From an optimization exercise on the open Yosys and OpenROAD flow, aimed at small area and few clock cycles; shortcuts taken in it are not production practice.
For this run, only the layout was checked, not whether the RTL still works.
No activity file was given, so power comes from the tool's default toggle rates.

--- run.sh ---
#!/bin/bash
# synth_recipe.tcl (not shown) runs the flow's synth.tcl, then flattens the netlist and writes it again
# the make line also repeats each setting of config.mk as NAME=value (left out here)
make -C /OpenROAD-flow-scripts/flow DESIGN_CONFIG=/design/flow/config.mk WORK_HOME=/design/flow/orfs CLKGATE_MAP_FILE= SYNTH_SCRIPT=/design/flow/synth_recipe.tcl finish
--- config.mk ---
export PLATFORM = sky130hd
export DESIGN_NAME = cpu
export DESIGN_NICKNAME = cpu
export VERILOG_FILES = /design/flow/design.v
export SDC_FILE = /design/flow/constraint.sdc
export NUM_CORES = 4
export LEC_CHECK = 0
export CAP_MARGIN = 20
export CORE_MARGIN = 2
export CORE_UTILIZATION = 30
export SETUP_SLACK_MARGIN = 1.0
export SLEW_MARGIN = 20
export SYNTH_HIERARCHICAL = 1
--- constraint.sdc ---
create_clock -name core_clock -period 14.0 [get_ports {clk}]
set_input_delay 2.8000 -clock core_clock [delete_from_list [all_inputs] [get_ports {clk}]]
set_output_delay 2.8000 -clock core_clock [all_outputs]
set_load 0.01 [all_outputs]
--- design.v ---
module alu32 ( input [31:0] idata,
               input [31:0] rv1,
               input [31:0] op2,
               input is_load,
               input is_link,
               input [31:0] drdata,
               input [31:2] pc4,
               output [31:0] out,
               output [31:0] sum,
               output lt,
               output ltu,
               output eq
             );
    wire [2:0] f3 = idata[14:12];
    wire b30 = idata[30];
    wire alu_class = ~idata[6] & idata[4] & ~idata[2];    
    wire is_op = alu_class & idata[5];
    wire is_branch = idata[6] & ~idata[2];
    wire sub = is_branch | (alu_class & ~f3[2] & f3[1]) | (is_op & b30 & (f3 == 3'd0));
    wire [31:0] b = op2 ^ {32{sub}};
    wire [31:0] p = rv1 ^ b;
    wire [31:0] g = rv1 & b;
    wire cout;
    bkadd #(32) add (.p(p), .g(g), .cin(sub), .s(sum), .cout(cout));
    assign ltu = ~cout;
    assign lt = ltu ^ rv1[31] ^ op2[31];
    assign eq = &p;                      
    wire shl = ~f3[2];
    wire [31:0] sr;
    shifter sh (.a(rv1), .left(shl), .arith(b30), .n(op2[4:0]), .y(sr));
    wire [31:0] lg = f3[0] ? g : (p | (g & {32{f3[1]}}));
    wire [1:0] a = sum[1:0];
    wire [7:0] ld_b = a[1] ? (a[0] ? drdata[31:24] : drdata[23:16])
                           : (a[0] ? drdata[15:8] : drdata[7:0]);
    wire [7:0] ld_h = a[1] ? drdata[31:24] : drdata[15:8];
    wire ld_sign = ~f3[2] & (f3[0] ? ld_h[7] : ld_b[7]);
    wire ld_zero = ~f3[1] & f3[0] & a[0];
    wire [31:0] ld;
    assign ld[7:0]   = f3[1] ? drdata[7:0] : ld_b;
    assign ld[15:8]  = f3[1] ? drdata[15:8] : f3[0] ? ld_h : {8{ld_sign}};
    assign ld[31:16] = f3[1] ? drdata[31:16] : {16{ld_sign}};
    wire other = is_load | is_link;
    wire r_sum = ~other & (~alu_class | (f3 == 3'd0));
    wire r_slt = ~other & alu_class & (f3[2:1] == 2'b01);
    wire r_lg  = ~other & alu_class & f3[2] & (f3[1] | ~f3[0]);
    wire r_sll = ~other & alu_class & (f3 == 3'd1);
    wire r_srx = ~other & alu_class & (f3 == 3'd5);
    wire r_ld  = is_load & ~ld_zero;
    wire [31:0] srev;
    genvar i;
    for (i = 0; i < 32; i = i + 1) begin : g_rev
        assign srev[i] = sr[31 - i];
    end
    assign out = ({32{r_sum}} & sum)
               | {31'd0, r_slt & (f3[0] ? ltu : lt)}
               | ({32{r_lg}}  & lg)
               | ({32{r_sll}} & srev)
               | ({32{r_srx}} & sr)
               | ({32{r_ld}}  & ld)
               | ({32{is_link}} & {pc4, 2'b00});
endmodule
module bkadd #(parameter W = 32) ( input [W-1:0] p, input [W-1:0] g, input cin,
                                   output [W-1:0] s, output cout );
    reg [W-1:0] G, P;
    integer d, i;
    always @(*) begin
        G = g; P = p;
        G[0] = g[0] | (p[0] & cin);
        for (d = 1; d < W; d = d * 2)
            for (i = 0; i < W; i = i + 1)
                if ((i + 1) % (2 * d) == 0 && i >= d) begin
                    G[i] = G[i] | (P[i] & G[i - d]);
                    P[i] = P[i] & P[i - d];
                end
        for (d = 1 << ($clog2(W) - 1); d >= 1; d = d / 2)
            for (i = 0; i < W; i = i + 1)
                if ((i + 1) % (2 * d) == d && i > d) begin
                    G[i] = G[i] | (P[i] & G[i - d]);
                    P[i] = P[i] & P[i - d];
                end
    end
    assign s = p ^ {G[W-2:0], cin};
    assign cout = G[W-1];
endmodule
module shifter ( input [31:0] a, input left, input arith, input [4:0] n,
                 output [31:0] y );
    wire [31:0] rrev;
    genvar i;
    for (i = 0; i < 32; i = i + 1) begin : g_rev
        assign rrev[i] = a[31 - i];
    end
    wire [31:0] sin = left ? rrev : a;
    wire fill = arith & a[31];
    assign y = $signed({fill, sin}) >>> n;
endmodule
module rdport ( input [31:0] sel, input [1023:0] d, output [31:0] y );
    genvar b, i;
    for (b = 0; b < 32; b = b + 1) begin : bit_
        wire [31:0] col;
        for (i = 0; i < 32; i = i + 1) begin : c
            assign col[i] = d[32*i + b];
        end
        rdbit u (.s(sel), .d(col), .y(y[b]));
    end
endmodule
module rdbit ( input [31:0] s, input [31:0] d, output y );
    wire [10:0] t;
    genvar k;
    for (k = 0; k < 10; k = k + 1) begin : g
        aoi222 u (.a1(s[3*k]), .b1(d[3*k]), .a2(s[3*k+1]), .b2(d[3*k+1]),
                  .a3(s[3*k+2]), .b3(d[3*k+2]), .y(t[k]));
    end
    aoi22 u10 (.a1(s[30]), .b1(d[30]), .a2(s[31]), .b2(d[31]), .y(t[10]));
    nand11 n (.a(t), .y(y));
endmodule
module aoi222 ( input a1, b1, a2, b2, a3, b3, output y );
    assign y = ~((a1 & b1) | (a2 & b2) | (a3 & b3));
endmodule
module aoi22 ( input a1, b1, a2, b2, output y );
    assign y = ~((a1 & b1) | (a2 & b2));
endmodule
module nand11 ( input [10:0] a, output y );
    assign y = ~&a;
endmodule
module control ( input [31:0] idata,
                 output is_load,
                 output is_store,
                 output is_branch,
                 output is_jal,
                 output is_jalr,
                 output is_link,
                 output is_auipc,
                 output u_type,
                 output use_imm,
                 output reg_we
               );
    wire b6 = idata[6], b5 = idata[5], b4 = idata[4], b3 = idata[3], b2 = idata[2];
    assign is_load   = ~b6 & ~b5 & ~b4;
    assign is_store  = ~b6 & b5 & ~b4;
    assign is_branch = b6 & ~b2;
    assign is_jal    = b3;
    assign is_jalr   = b6 & ~b3 & b2;
    assign is_link   = b6 & b2;
    assign u_type    = ~b6 & b4 & b2;
    assign is_auipc  = u_type & ~b5;
    assign use_imm   = ~(b5 & b4 & ~b2) & ~is_branch;    
    assign reg_we    = ~is_store & ~is_branch;
endmodule
module regdec ( input [4:0] a, input en, input x0, output [31:0] sel );
    genvar i;
    assign sel[0] = x0;
    for (i = 1; i < 32; i = i + 1) begin : d
        assign sel[i] = en & (a == i);
    end
endmodule
module immGen ( input [31:0] idata,
                output [31:0] imm,
                output [20:2] imm_pc
              );
    wire b6 = idata[6], b5 = idata[5], b4 = idata[4], b2 = idata[2];
    wire s_type = ~b4 & b5 & ~b6;
    wire u_type = b4 & b2;
    assign imm[31:12] = u_type ? idata[31:12] : {20{idata[31]}};
    assign imm[11:5]  = u_type ? 7'd0 : idata[31:25];
    assign imm[4:0]   = u_type ? 5'd0 : s_type ? idata[11:7] : idata[24:20];
    wire j = idata[3];
    assign imm_pc[20]    = idata[31];
    assign imm_pc[19:12] = j ? idata[19:12] : {8{idata[31]}};
    assign imm_pc[11]    = j ? idata[20] : idata[7];
    assign imm_pc[10:5]  = idata[30:25];
    assign imm_pc[4:2]   = j ? idata[24:22] : idata[11:9];
endmodule
module cpu ( input clk,
             input reset,
             output [31:0] iaddr,
             input [31:0] idata,
             output [31:0] daddr,
             input [31:0] drdata,
             output [31:0] dwdata,
             output [3:0] dwe
           );
    reg [31:2] pc;
    assign iaddr = {pc, 2'b00};
    wire is_load, is_store, is_branch, is_jal, is_jalr, is_link, is_auipc;
    wire u_type, use_imm, reg_we;
    wire [2:0] f3 = idata[14:12];
    wire [31:0] imm;
    wire [20:2] imm_pc;
    control ctl (
        .idata(idata), .is_load(is_load), .is_store(is_store),
        .is_branch(is_branch), .is_jal(is_jal), .is_jalr(is_jalr),
        .is_link(is_link), .is_auipc(is_auipc), .u_type(u_type),
        .use_imm(use_imm), .reg_we(reg_we)
    );
    immGen ig (.idata(idata), .imm(imm), .imm_pc(imm_pc));
    wire [31:0] wdata;
    wire [1023:0] xr;                  
    assign xr[31:0] = 32'd0;
    genvar k;
    for (k = 1; k < 32; k = k + 1) begin : x
        reg [31:0] q;
        always @(posedge clk)
            if (reg_we && idata[11:7] == k)
                q <= wdata;
        assign xr[32*k +: 32] = q;
    end
    wire [31:0] sel1, sel2;
    regdec d1 (.a(idata[19:15]), .en(~u_type), .x0(is_auipc), .sel(sel1));
    regdec d2 (.a(idata[24:20]), .en(1'b1), .x0(1'b0), .sel(sel2));
    wire [1023:0] xr1 = {xr[1023:32], pc, 2'b00};
    wire [31:0] rv1, rv2;
    rdport p1 (.sel(sel1), .d(xr1), .y(rv1));
    rdport p2 (.sel(sel2), .d(xr), .y(rv2));
    wire [31:0] op2 = use_imm ? imm : rv2;
    wire [31:0] alu_out, sum;
    wire lt, ltu, eq;
    wire [31:2] pc4 = pc + 30'd1;
    alu32 alu (
        .idata(idata), .rv1(rv1), .op2(op2),
        .is_load(is_load), .is_link(is_link), .drdata(drdata), .pc4(pc4),
        .out(wdata), .sum(sum), .lt(lt), .ltu(ltu), .eq(eq)
    );
    assign daddr = sum;
    wire cond = (f3[2] ? (f3[1] ? ltu : lt) : eq) ^ f3[0];
    wire taken = is_jal | (is_branch & cond);
    wire [31:2] pctgt;
    pcadd pa (.pc(pc), .imm(imm_pc), .s(pctgt));
    always @(posedge clk) begin
        if (reset)
            pc <= 30'd0;
        else if (is_jalr)
            pc <= sum[31:2];
        else if (taken)
            pc <= pctgt;
        else
            pc <= pc4;
    end
    assign dwdata[7:0]   = rv2[7:0];
    assign dwdata[15:8]  = (f3[1] | f3[0]) ? rv2[15:8] : rv2[7:0];
    assign dwdata[23:16] = f3[1] ? rv2[23:16] : rv2[7:0];
    assign dwdata[31:24] = f3[1] ? rv2[31:24] : f3[0] ? rv2[15:8] : rv2[7:0];
    wire [1:0] a = sum[1:0];
    wire st = is_store & ~reset;
    wire a00 = ~a[1] & ~a[0];
    wire sb = ~f3[1] & ~f3[0];
    wire sh = f3[0];
    wire sw = f3[1];
    assign dwe[0] = st & a00;
    assign dwe[1] = st & ((sb & ~a[1] & a[0]) | (~sb & a00));
    assign dwe[2] = st & ((sb & a[1] & ~a[0]) | (sh & a[1] & ~a[0]) | (sw & a00));
    assign dwe[3] = st & ((sb & a[1] & a[0]) | (sh & a[1] & ~a[0]) | (sw & a00));
endmodule
module pcadd ( input [31:2] pc, input [20:2] imm, output [31:2] s );
    wire [21:2] c;
    assign c[2] = 1'b0;
    genvar i;
    for (i = 2; i <= 20; i = i + 1) begin : lo
        assign s[i] = pc[i] ^ imm[i] ^ c[i];
        if (i < 20) begin : cy
            assign c[i+1] = (pc[i] & imm[i]) | (c[i] & (pc[i] ^ imm[i]));
        end
    end
    wire c21 = (pc[20] & imm[20]) | (c[20] & (pc[20] ^ imm[20]));
    wire sg = imm[20];
    wire [31:21] x;
    wire [32:21] cx, ci;
    assign cx[21] = 1'b0;
    assign ci[21] = c21;
    for (i = 21; i <= 31; i = i + 1) begin : hi
        assign x[i] = pc[i] ^ sg ^ cx[i];
        assign cx[i+1] = (pc[i] & sg) | (cx[i] & (pc[i] ^ sg));
        assign s[i] = x[i] ^ ci[i];
        assign ci[i+1] = x[i] & ci[i];
    end
endmodule
==> results.py <==
metrics = {
    "run_status": {
        "status": "complete, no violations",
    },
    "timing": {
        "max_slew.worst_pin.slew_ns": 1.03,
        "max_slew_margin": 0.306,
        "period_share": 0.923,
        "finalClockSkew_ns": 0.0310,
        "rsz0062_at_grt": "false",
        "period_needed_ns": 12.92,
        "slew_viol_final": 0,
        "setup_ws_ns": 1.08,
        "fmax_mhz": 77.4,
        "hold_viol_final": 0,
        "finalSetupViolCount": 0,
        "setup_tns_ns": 0,
    },
    "critical_path": {
        "cp_num_buf_inv": 4,
        "start_kind": "input pin",
        "cp_data_required_time_ns": 11.20,
        "path_cells": "clkdlybuf4s50_1 -> buf_4 -> and3b_1 -> inv_1 -> nand4bb_2 -> nor2_4 -> a222oi_1 -> nand4_1 -> or3_1 -> ha_1 -> ha_1 -> or2_2 -> ha_1 -> o211ai_1 -> a211oi_2 -> nor3_2 -> o31ai_4 -> a31o_2 -> a21o_1 -> a21o_1 -> ha_1 -> nor2_1 -> xnor2_1 -> clkdlybuf4s50_1",
        "end_kind": "output port",
        "critPathKind": "in2out",
        "slowest_delay_ns": 0.69,
        "crit_fanout": 14,
        "cp_common_cell": "ha_1",
        "arrival_ns": 10.12,
        "crit_slowest_cell": "nor2_4",
        "cp_top_family": "simple AND/OR/NAND/NOR gates",
    },
    "cts": {
        "clk_pin_slew_ns": 0.06,
        "htree_num_levels": 3,
        "cts_root_buf": "clkbuf_16",
        "clock_sinks": 1022,
        "clock_latency_ns": 0.73,
        "clock_path_buffers": 3,
        "cts_made_buffers": 103,
        "cts_tree": "done",
        "postCtsHoldBufs": 0,
    },
    "synthesis": {
        "async_flop_share": 0,
        "synth_edf_count": 992,
        "synth.area.mux_share": 0.0483,
        "synthFlopType": "edfxtp_1",
        "ys_warn_count": 8,
        "yosysTopAreaCell": "edfxtp_1",
        "netlist_area_um2": 50000,
        "synth-xor-area-share": 0.0147,
        "synth_area_per_cell_um2": 14.7,
        "synth_compound_area_frac": 0.204,
        "synthCells": 3405,
        "synth_top_area_share": 0.595,
        "synth_cell_type_count": 100,
        "synth-adder-area-share": 0.0263,
        "yosysSeqAreaShare": 0.607,
        "ys_ff_latch": 1022,
        "synthSimpleGateAreaFrac": 0.0822,
        "synthTopCellsByArea": "edfxtp_1 60%, a222oi_1 13%, nand4_1 1.9%, mux2_2 1.7%, a22oi_2 1.6%",
        "synth_top_family_by_area": "compound AO/OA/AOI/OAI gates",
    },
    "global_routing": {
        "grt_max_degree": 69,
        "grtUsageTotal": 0.258,
        "grt_pass1_vias": 38100,
        "antenna_found_initial": 19,
        "grt_overflow": 0,
        "grt_pass1_wl_um": 310000,
    },
    "routing": {
        "detail_route.wirelength.met1_um": 82300,
        "drt_iter0_markers": 10300,
        "remaining_drc_errors": 0,
        "route.met2.wl_um": 98900,
        "met3_length_um": 33000,
        "wl_per_cell_um": 37.7,
        "top_layer": "met5",
        "routed_via_density": 6.84,
        "drt_wl_total_um": 229000,
        "postRouteAntennaNets": 0,
        "drt-pass1-iter-count": 13,
        "vias": 41500,
    },
    "power": {
        "irDropWorstVdd_v": 0.0000994,
        "power.leakage_nw": 19.2,
        "power_density_nw_per_um2": 157,
    },
    "floorplanning": {
        "start_util": 0.303,
        "die_h_um": 412,
        "ios": 166,
        "core-area_um2": 165000,
        "rows": 149,
        "die_w_um": 412,
        "dieArea_um2": 170000,
    },
    "final_layout": {
        "drive_gt1_frac": 0.177,
        "nFillCells": 15700,
        "num-nets-final": 3950,
        "syn_to_final_growth_pct": 19.1,
    },
    "place": {
        "dpl.hpwl_um": 152000,
        "io_buffers": 161,
        "detailedPlace.worstSlack_ns": 0.0560,
        "place_congestion": 1.02,
    },
    "job": {
        "cap_violations": 0,
    },
    "worst_hold_path": {
        "hold_path_class": "reg2reg",
    },
}
## cells in the mapped netlist (all sizes together) (44+ instances only)
cell / n
nor2b: 45
a21oi: 49
nand3: 94
ha: 62
clkbuf: 61
nand2: 104
a22oi: 96
or3: 67
a222oi: 640
edfxtp: 992
nand4: 152
nor2: 200
mux2: 79
buf: 67
mux2i: 59
xor2: 44
## tightest hold or removal path, cell delays in order, from the launching register on
cell and delay, ns:
dfxtp_1 0.30, buf_4 0.20, xnor2_1 0.17, o221ai_1 0.18
## area by class of cell
class	count	area, µm²	share of cell area
Inverter	45	169	0.00283
Timing Repair Buffer	367	3180	0.0534
Multi-Input combinational cell	2256	19800	0.331
Antenna cell	9	22.5	0.000378
Clock inverter	56	622	0.0104
Clock buffer	127	2710	0.0455
Tap cell	2189	2740	0.0460
Sequential cell	1022	30400	0.510
## power breakdown
group	internal [mW]	switching, mW	total (mW)	leakage [nW]
Clock	1.56	1.21	2.77	1.61
Combinational	0.803	1.79	2.60	8.30
Sequential	3.87	0.113	3.98	9.27
## layer usage
| metal | GRT usage | up-vias |
|---|---|---|
| li1 | - | 16300 |
| met1 | 0.341 | 20900 |
| met2 | 0.386 | 3783 |
| met3 | 0.0621 | 560 |
| met4 | 0.145 | 4 |
| met5 | 0 | - |
## cell usage in the layout (no fill, tap or decap), types with 32 or more instances in the layout
master           instances
a211o_1                 33
a21o_1                  36
a21oi_1                 48
a221oi_1                33
a222oi_1               640
a22oi_1                 32
a22oi_2                 64
buf_4                  203
clkbuf_16              105
clkdlybuf4s50_1        158
conb_1                  45
edfxtp_1               992
ha_1                    62
inv_1                   40
mux2_2                  77
mux2i_1                 59
mux4_2                  32
nand2_1                103
nand3_1                 91
nand4_1                152
nor2_1                 106
nor2_4                  88
nor2b_1                 43
or3_1                   67
xnor2_1                 40
xor2_1                  44
## Yosys stat by module (local to each module, per instance), excerpt
module / cell area (µm²) / times used / flops+latches
regdec: 238 / 2 / 0
alu32: 3060 / 1 / 0
pcadd: 781 / 1 / 0
shifter: 2650 / 1 / 0
immGen: 601 / 1 / 0
aoi22: 12.5 / 64 / 0
aoi222: 10.0 / 640 / 0
control: 82.6 / 1 / 0
nand11: 23.8 / 64 / 0
cpu: 32800 / 1 / 1022
## worst paths after layout
check | start | endpoint | slack, ns | cells after the start
max | idata[6] | daddr[21] | 1.08 | 24
min | pc[15] | pc[15] | 0.89 | 3
max reg2reg | pc[2] | pc[31] | 3.57 | 33
min reg2reg | pc[15] | pc[15] | 0.89 | 3
## state kept, by name, indices dropped and copies added (netlist names)
register / flops
pc: 30
x.q: 992
## timing repair
| item | 4_1_cts | 5_1_grt |
|---|---|---|
| buffers inserted | 0 | 6 |
| cloned | 0 | 3 |
| resized for setup | 5 | 11 |
| setup endpoints to repair | 2 | 7 |
| pin swaps | 1 | 7 |
## cells by family (layout without fill, tap and decap cells)
| kind of cell | Yosys count | count (layout) |
|---|---|---|
| adder cells (fa/ha/maj) | 89 | 89 |
| AO/OA/AOI/OAI | 1090 | 1090 |
| multiplexers | 178 | 178 |
| other | 2 | 54 |
| buffers and inverters | 173 | 595 |
| XOR/XNOR | 84 | 84 |
| flip-flops | 1022 | 1022 |
| AND/OR/NAND/NOR | 767 | 770 |
## metrics by stage
step / utilization / hold WS [ns] / std cells / power (mW) / area [µm²]
floorplan: - / 0.689 / 3448 / 5.22 / 50200
global placement: 0.339 / 0.856 / 5870 / 6.52 / 56100
detailed placement: 0.339 / 0.859 / 5870 / 6.54 / 56100
CTS: 0.360 / 0.882 / 6053 / 9.27 / 59400
global route: 0.360 / 0.914 / 6065 / 9.57 / 59600
finish: 0.360 / 0.894 / 6071 / 9.34 / 59600

-- port drivers added, routing unchanged --
How much do the figures lean on ideal ports? The routed layout below was timed once more, with nothing changed but the port constraints.
Step 1, drivers: a clkbuf_16 drives clk and a buf_2 each remaining input, both assumed.
Step 2 moves the port delays by t, midway between the first and last clock arrival at a register: inputs arrive t later, outputs are due t later. That takes back most of the time a late clock gives input paths.
a / b / c = ideal / step 1 / step 2; a / b = the first two.
t, ns: 0.794
setup slack, ns: 1.078 / 1.050 / 0.508
latest minus earliest clock arrival (ns): 0.031 / 0.031
After both steps setup and hold are still met in this run. For this run, drivers alone change the setup slack by -0.028 ns; drivers and shift together by -0.570 ns.
